This design comes from an exercise in tuning for small area and a short achievable clock period on the open sky130 flow, not from production work.
Where RTL was checked, it was by simulation tests only, not by an equivalence proof against the original.

==> run a <==
==> flow/design.v (excerpt) <==
module gte_mac123 (
   input  wire               clk,
   input  wire               reset,
   input  wire               trigger,
   input  wire signed [31:0] mul1,
   input  wire signed [31:0] mul2,
   input  wire signed [44:0] add,
   input  wire               sub,
   input  wire               swap,
   input  wire               save_shifted,
   input  wire               use_ir,
   input  wire               ir_shift,
   input  wire               ir_shift_flag,
   input  wire               sat_ir,
   input  wire               sat_ir_flag,
   input  wire               use_result,
   output wire signed [31:0] mac_result,
   output reg                mac_writeback,
   output wire signed [15:0] ir_result,
   output reg                ir_writeback,
   output reg  signed [44:0] mac_last,
   output wire signed [31:0] mac_shifted,
   output wire               flag_mac_uf,
   output wire               flag_mac_of,
   output wire               flag_ir
);
Settings: LEC_CHECK=0, ABC_AREA=1, CAP_MARGIN=20, CORE_MARGIN=2, CORE_UTILIZATION=40, SLEW_MARGIN=20, SYNTH_HIERARCHICAL=1; clock period 14.0 ns.
standard.sh (not shown) runs the stock make flow with config.mk's settings and CLKGATE_MAP_FILE= SYNTH_SCRIPT=/design/flow/synth_recipe.tcl, a recipe that flattens the netlist after the stock synthesis.
==> flow/flow/run.sh <==
#!/bin/bash
# The standard layout (the standard.sh with its unchanged synthesis) with two
# changes to how the layout is made: the port buffers are plain buffers
# (sky130_fd_sc_hd__buf_1) instead of the delay cells buffer_ports picks by
# default, and ORFS's timing repair is asked for a setup margin past what the
# clock period needs. The clock and constraints are the design's.
# make's full output goes to make_finish.log in the work folder.
set -euo pipefail
here="$(cd "$(dirname "${BASH_SOURCE[0]}")/.." && pwd)"
cd "$here"
bash ./standard.sh "BUFFER_PORTS_ARGS=-buffer_cell sky130_fd_sc_hd__buf_1" \
  SETUP_SLACK_MARGIN=6.8 finish > make_finish.log 2>&1
==> run b (differences from run a) <==
--- a/flow/flow/run.sh
+++ b/flow/flow/run.sh
@@ -11,2 +11,2 @@
 bash ./standard.sh "BUFFER_PORTS_ARGS=-buffer_cell sky130_fd_sc_hd__buf_1" \
-  SETUP_SLACK_MARGIN=6.8 finish > make_finish.log 2>&1
+  SETUP_SLACK_MARGIN=7.0 finish > make_finish.log 2>&1
==> run notes <==
Status: run a complete, no violations; run b complete, no violations
Clock latency on the worst-skew pair: run a 490 ps; run b 500 ps
Footprint of the multi-input gates: run a 20720 um2; run b 21320 um2
Setup repair after global routing missed its margin: run a false; run b true
Met2 WL post-DR: run a 41260 um; run b 42150 um
Wire length per cell after detailed routing: run a 23.89 um; run b 23.87 um
Setup ws final: run a 6931 ps; run b 7040 ps
Final hold slack: run a 482.2 ps; run b 480.9 ps
Final worst-path cycle share: run a 50.49%; run b 49.71%
GRT met2 Usage: run a 42.95%; run b 42.83%
Maximum cell stage delay along the critical path: run a 520 ps; run b 540 ps
Multi-input gate share of total cell area: run a 72.88%; run b 72.58%
Data arrival, critical path: run a 7420 ps; run b 7320 ps
End point of the worst hold path: run a mac_last[3]; run b mac_last[11]
Slew at the pin with the worst max-slew slack: run a 1135 ps; run b 1141 ps
Final-stage net count: run a 3586; run b 3619
Number of cells on the critical path: run a 14; run b 13
Global Route met1 Usage: run a 36.17%; run b 35.76%
WP data required: run a 14350 ps; run b 14360 ps

---

==> v29: inputs <==
Another version of the RTL of gte_mac123 (not shown whole).
export LEC_CHECK = 0
export ABC_AREA = 1
export CAP_MARGIN = 20
export CORE_MARGIN = 2
export CORE_UTILIZATION = 40
export SLEW_MARGIN = 20
export SYNTH_HIERARCHICAL = 1
create_clock -name core_clock -period 14.0 [get_ports {clk}]
==> flow/flow/run.sh <==
#!/bin/bash
# The standard layout (the standard.sh with its unchanged synthesis) with two
# changes to how the layout is made: the port buffers are plain buffers
# (sky130_fd_sc_hd__buf_1) instead of the delay cells buffer_ports picks by
# default, and ORFS's timing repair is asked for a setup margin past what the
# clock period needs. The clock and constraints are the design's.
# make's full output goes to make_finish.log in the work folder.
set -euo pipefail
here="$(cd "$(dirname "${BASH_SOURCE[0]}")/.." && pwd)"
cd "$here"
bash ./standard.sh "BUFFER_PORTS_ARGS=-buffer_cell sky130_fd_sc_hd__buf_1" \
  SETUP_SLACK_MARGIN=7.0 finish > make_finish.log 2>&1
==> inputs of v24, as changes to v29 <==
--- a/flow/design.v
+++ b/flow/design.v
@@ -864,19 +864,17 @@
       end
    end
    wire [43:0] s3, c3;
    generate for (gj = 0; gj < 44; gj = gj + 1) begin : csa
       mac_fa u_fa (.a(a_r[gj]), .b(ps_r[gj]), .c(pc_r[gj]), .s(s3[gj]), .co(c3[gj]));
    end endgenerate
    wire [43:0] vb = {c3[42:0], cin_r};
-   wire [43:0] vg, vh;
-   generate for (gj = 0; gj < 44; gj = gj + 1) begin : cpa_in
-      mac_ha u_ha (.a(s3[gj]), .b(vb[gj]), .s(vh[gj]), .co(vg[gj]));
-   end endgenerate
-   wire [43:0] vp = vh;          
+   wire [43:0] vg = s3 & vb;
+   wire [43:0] vp = s3 | vb;
+   wire [43:0] vh = s3 ^ vb;
    wire va_g0_1 = vg[1] | (vp[1] & vg[0]);
    wire va_p0_1 = vp[1] & vp[0];
    wire va_g0_3 = vg[3] | (vp[3] & vg[2]);
    wire va_p0_3 = vp[3] & vp[2];
    wire va_g0_5 = vg[5] | (vp[5] & vg[4]);
    wire va_p0_5 = vp[5] & vp[4];
    wire va_g0_7 = vg[7] | (vp[7] & vg[6]);
@@ -1185,22 +1183,29 @@
    wire pcy_p5_0 = pcy_p3_4 & pcy_p4_0;
    wire [43:0] vcy = {va_g5_43, va_g5_42, va_g5_41, va_g5_40, va_g5_39, va_g5_38, va_g5_37, va_g5_36, va_g5_35, va_g5_34, va_g5_33, va_g5_32, va_g4_31, va_g4_30, va_g4_29, va_g4_28, va_g4_27, va_g4_26, va_g4_25, va_g4_24, va_g4_23, va_g4_22, va_g4_21, va_g4_20, va_g4_19, va_g4_18, va_g4_17, va_g4_16, va_g3_15, va_g3_14, va_g3_13, va_g3_12, va_g3_11, va_g3_10, va_g3_9, va_g3_8, va_g2_7, va_g2_6, va_g2_5, va_g2_4, va_g1_3, va_g1_2, va_g0_1, vg[0]};              
    wire [43:0] vci = {vcy[42:0], 1'b0};       
    wire [43:0] pg = ps_r & pc_r;
    wire [43:0] pp_ = ps_r | pc_r;
    wire        pcarry = pcy_g5_0;
    wire        T44 = c3[43] ^ vcy[43] ^ z44_r ^ pcarry;
-   assign R = {T44, (vh ^ {44{inv_r}}) ^ vci};
+   wire [43:0] V = vh ^ vci;
+   assign R = {T44, V ^ {44{inv_r}}};
    assign mac_shifted = R[43:12];
    assign mac_result  = save_shifted_r ? R[43:12] : R[31:0];
    assign flag_mac_uf = mac_writeback & R[44] & ~R[43];
    assign flag_mac_of = mac_writeback & ~R[44] & R[43];
+   wire [43:0] vp1 = {vp[42:0], 1'b0};
+   wire [43:0] vg1 = {vg[42:0], 1'b0};
+   wire lo_z = &(~(vh[31:16] ^ vp1[31:16]));
+   wire lo_o = &(vh[31:16] ^ vg1[31:16]);
+   wire hi_z = &(~(vh[43:28] ^ vp1[43:28]));
+   wire hi_o = &(vh[43:28] ^ vg1[43:28]);
+   wire lo_big = ~(V[15] ? lo_o : lo_z);
+   wire hi_big = ~(V[27] ? hi_o : hi_z);
    wire lo_neg = R[31], hi_neg = R[43];
-   wire lo_big = ~(&R[31:15]) & (|R[31:15]);
-   wire hi_big = ~(&R[43:27]) & (|R[43:27]);
    wire        v_neg  = IRshift_1 ? hi_neg : lo_neg;
    wire        v_big  = IRshift_1 ? hi_big : lo_big;
    wire [15:0] v_low  = IRshift_1 ? R[27:12] : R[15:0];
    assign ir_result = ~ir_writeback ? 16'h0000 :
                       (satIR_1 & v_neg)  ? 16'h0000 :
                       v_big ? (v_neg ? 16'h8000 : 16'h7FFF) : v_low;
    wire        w_neg  = IRshiftFlag_1 ? hi_neg : lo_neg;
--- a/flow/flow/run.sh
+++ b/flow/flow/run.sh
@@ -5,8 +5,8 @@
 # default, and ORFS's timing repair is asked for a setup margin past what the
 # clock period needs. The clock and constraints are the design's.
 # make's full output goes to make_finish.log in the work folder.
 set -euo pipefail
 here="$(cd "$(dirname "${BASH_SOURCE[0]}")/.." && pwd)"
 cd "$here"
 bash ./standard.sh "BUFFER_PORTS_ARGS=-buffer_cell sky130_fd_sc_hd__buf_1" \
-  SETUP_SLACK_MARGIN=7.0 finish > make_finish.log 2>&1
+  SETUP_SLACK_MARGIN=7.5 finish > make_finish.log 2>&1
==> inputs of v10, as changes to v29 <==
--- a/flow/design.v
+++ b/flow/design.v
@@ -868,15 +868,15 @@
       mac_fa u_fa (.a(a_r[gj]), .b(ps_r[gj]), .c(pc_r[gj]), .s(s3[gj]), .co(c3[gj]));
    end endgenerate
    wire [43:0] vb = {c3[42:0], cin_r};
    wire [43:0] vg, vh;
    generate for (gj = 0; gj < 44; gj = gj + 1) begin : cpa_in
       mac_ha u_ha (.a(s3[gj]), .b(vb[gj]), .s(vh[gj]), .co(vg[gj]));
    end endgenerate
-   wire [43:0] vp = vh;          
+   wire [43:0] vp = s3 | vb;
    wire va_g0_1 = vg[1] | (vp[1] & vg[0]);
    wire va_p0_1 = vp[1] & vp[0];
    wire va_g0_3 = vg[3] | (vp[3] & vg[2]);
    wire va_p0_3 = vp[3] & vp[2];
    wire va_g0_5 = vg[5] | (vp[5] & vg[4]);
    wire va_p0_5 = vp[5] & vp[4];
    wire va_g0_7 = vg[7] | (vp[7] & vg[6]);
--- a/flow/flow/run.sh
+++ b/flow/flow/run.sh
@@ -5,8 +5,8 @@
 # default, and ORFS's timing repair is asked for a setup margin past what the
 # clock period needs. The clock and constraints are the design's.
 # make's full output goes to make_finish.log in the work folder.
 set -euo pipefail
 here="$(cd "$(dirname "${BASH_SOURCE[0]}")/.." && pwd)"
 cd "$here"
 bash ./standard.sh "BUFFER_PORTS_ARGS=-buffer_cell sky130_fd_sc_hd__buf_1" \
-  SETUP_SLACK_MARGIN=7.0 finish > make_finish.log 2>&1
+  SETUP_SLACK_MARGIN=7.1 finish > make_finish.log 2>&1
==> run notes <==
| item | v29 | v24 | v10 |
|---|---|---|---|
| Startpoint-to-endpoint class of the critical path | register to output port | register to output port | input port to register |
| Clock tree buffer count of the final layout | 20 | 21 | 17 |
| DR top layer | met4 | met4 | met5 |
| Initial antenna violation count | 3 | 2 | 2 |
| Buffers outside the clock class | 351 | 414 | 372 |
| Cell area after synthesis | 26,000 um2 | 28,000 um2 | 26,300 um2 |
| Inserted tap cell count | 855 | 940 | 855 |
| Outcome | finished clean | finished clean | finished clean |
| First-pass detailed-route iteration total | 6 | 6 | 8 |
| Share of the final layout cell area in multi-input gates | 72.8% | 70.4% | 72.3% |
| Met2 track utilization from global routing | 44.6% | 43.5% | 44.0% |
| Highest fanout seen on the critical path | 8 | 7 | 37 |
| Largest net degree at the start of global routing | 61 | 74 | 72 |
| Post-synthesis sequential area ratio | 14.4% | 13.3% | 14.2% |
| Fill cells | 6,216 | 6,781 | 6,287 |
| Simple-gate area share of the yosys netlist | 10.8% | 14.4% | 11.2% |
| Die outline area | 66,900 um2 | 72,200 um2 | 67,800 um2 |
| Launch point of the worst reg-to-reg path | a_r[10] | a_r[0] | ps_r[4] |
| Overall routing resource usage | 27.6% | 28.1% | 27.7% |
| Final worst hold slack | 480 ps | 480 ps | 485 ps |
| Antenna cells | 0 | 3 | 0 |
| Wire length of the first global-routing pass | 141,000 um | 152,000 um | 142,000 um |
For v24, only the layout was checked, not whether the RTL still works.

separate check: timing with driven ports:
The flow's constraints put no driver on any port. The routed layouts listed below were extracted and timed again, unchanged, in two steps.
Step 1 (the two cells are an assumption about what drives the block):
set clk [get_ports {clk}]
set_driving_cell -lib_cell sky130_fd_sc_hd__clkbuf_16 $clk
set_driving_cell -lib_cell sky130_fd_sc_hd__buf_2 [delete_from_list [all_inputs] $clk]
Step 2, shift: input delay + t, output delay - t, t = (earliest + latest rising clock arrival at the registers) / 2. This alone moves slack from input paths to output paths.
Slacks: ideal ports / drivers / drivers and shift; pairs: ideal ports / drivers.
run | shift t [ns] | setup WS [ns] | hold WS [ns] | worst setup path after step 2 | slew at the worst register clock pin (ns)
run a | 0.541 | 6.931 / 6.954 / 6.423 | 0.482 / 0.482 / 0.482 | input to register | 0.08 / 0.08
run b | 0.538 | 7.040 / 7.003 / 6.524 | 0.481 / 0.481 / 0.481 | input to register | 0.08 / 0.08
v29 | 0.534 | 7.098 / 7.047 / 6.603 | 0.480 / 0.480 / 0.480 | input to register | 0.09 / 0.09
v24 | 0.544 | 7.460 / 7.398 / 6.996 | 0.480 / 0.480 / 0.480 | input to register | 0.08 / 0.08
v10 | 0.547 | 7.176 / 7.155 / 6.655 | 0.485 / 0.485 / 0.485 | input to register | 0.09 / 0.09
After both steps setup and hold are still met in every run listed. The setup slack of v10, which loses most, moves by -0.021 ns with the drivers and by -0.521 ns with both steps.
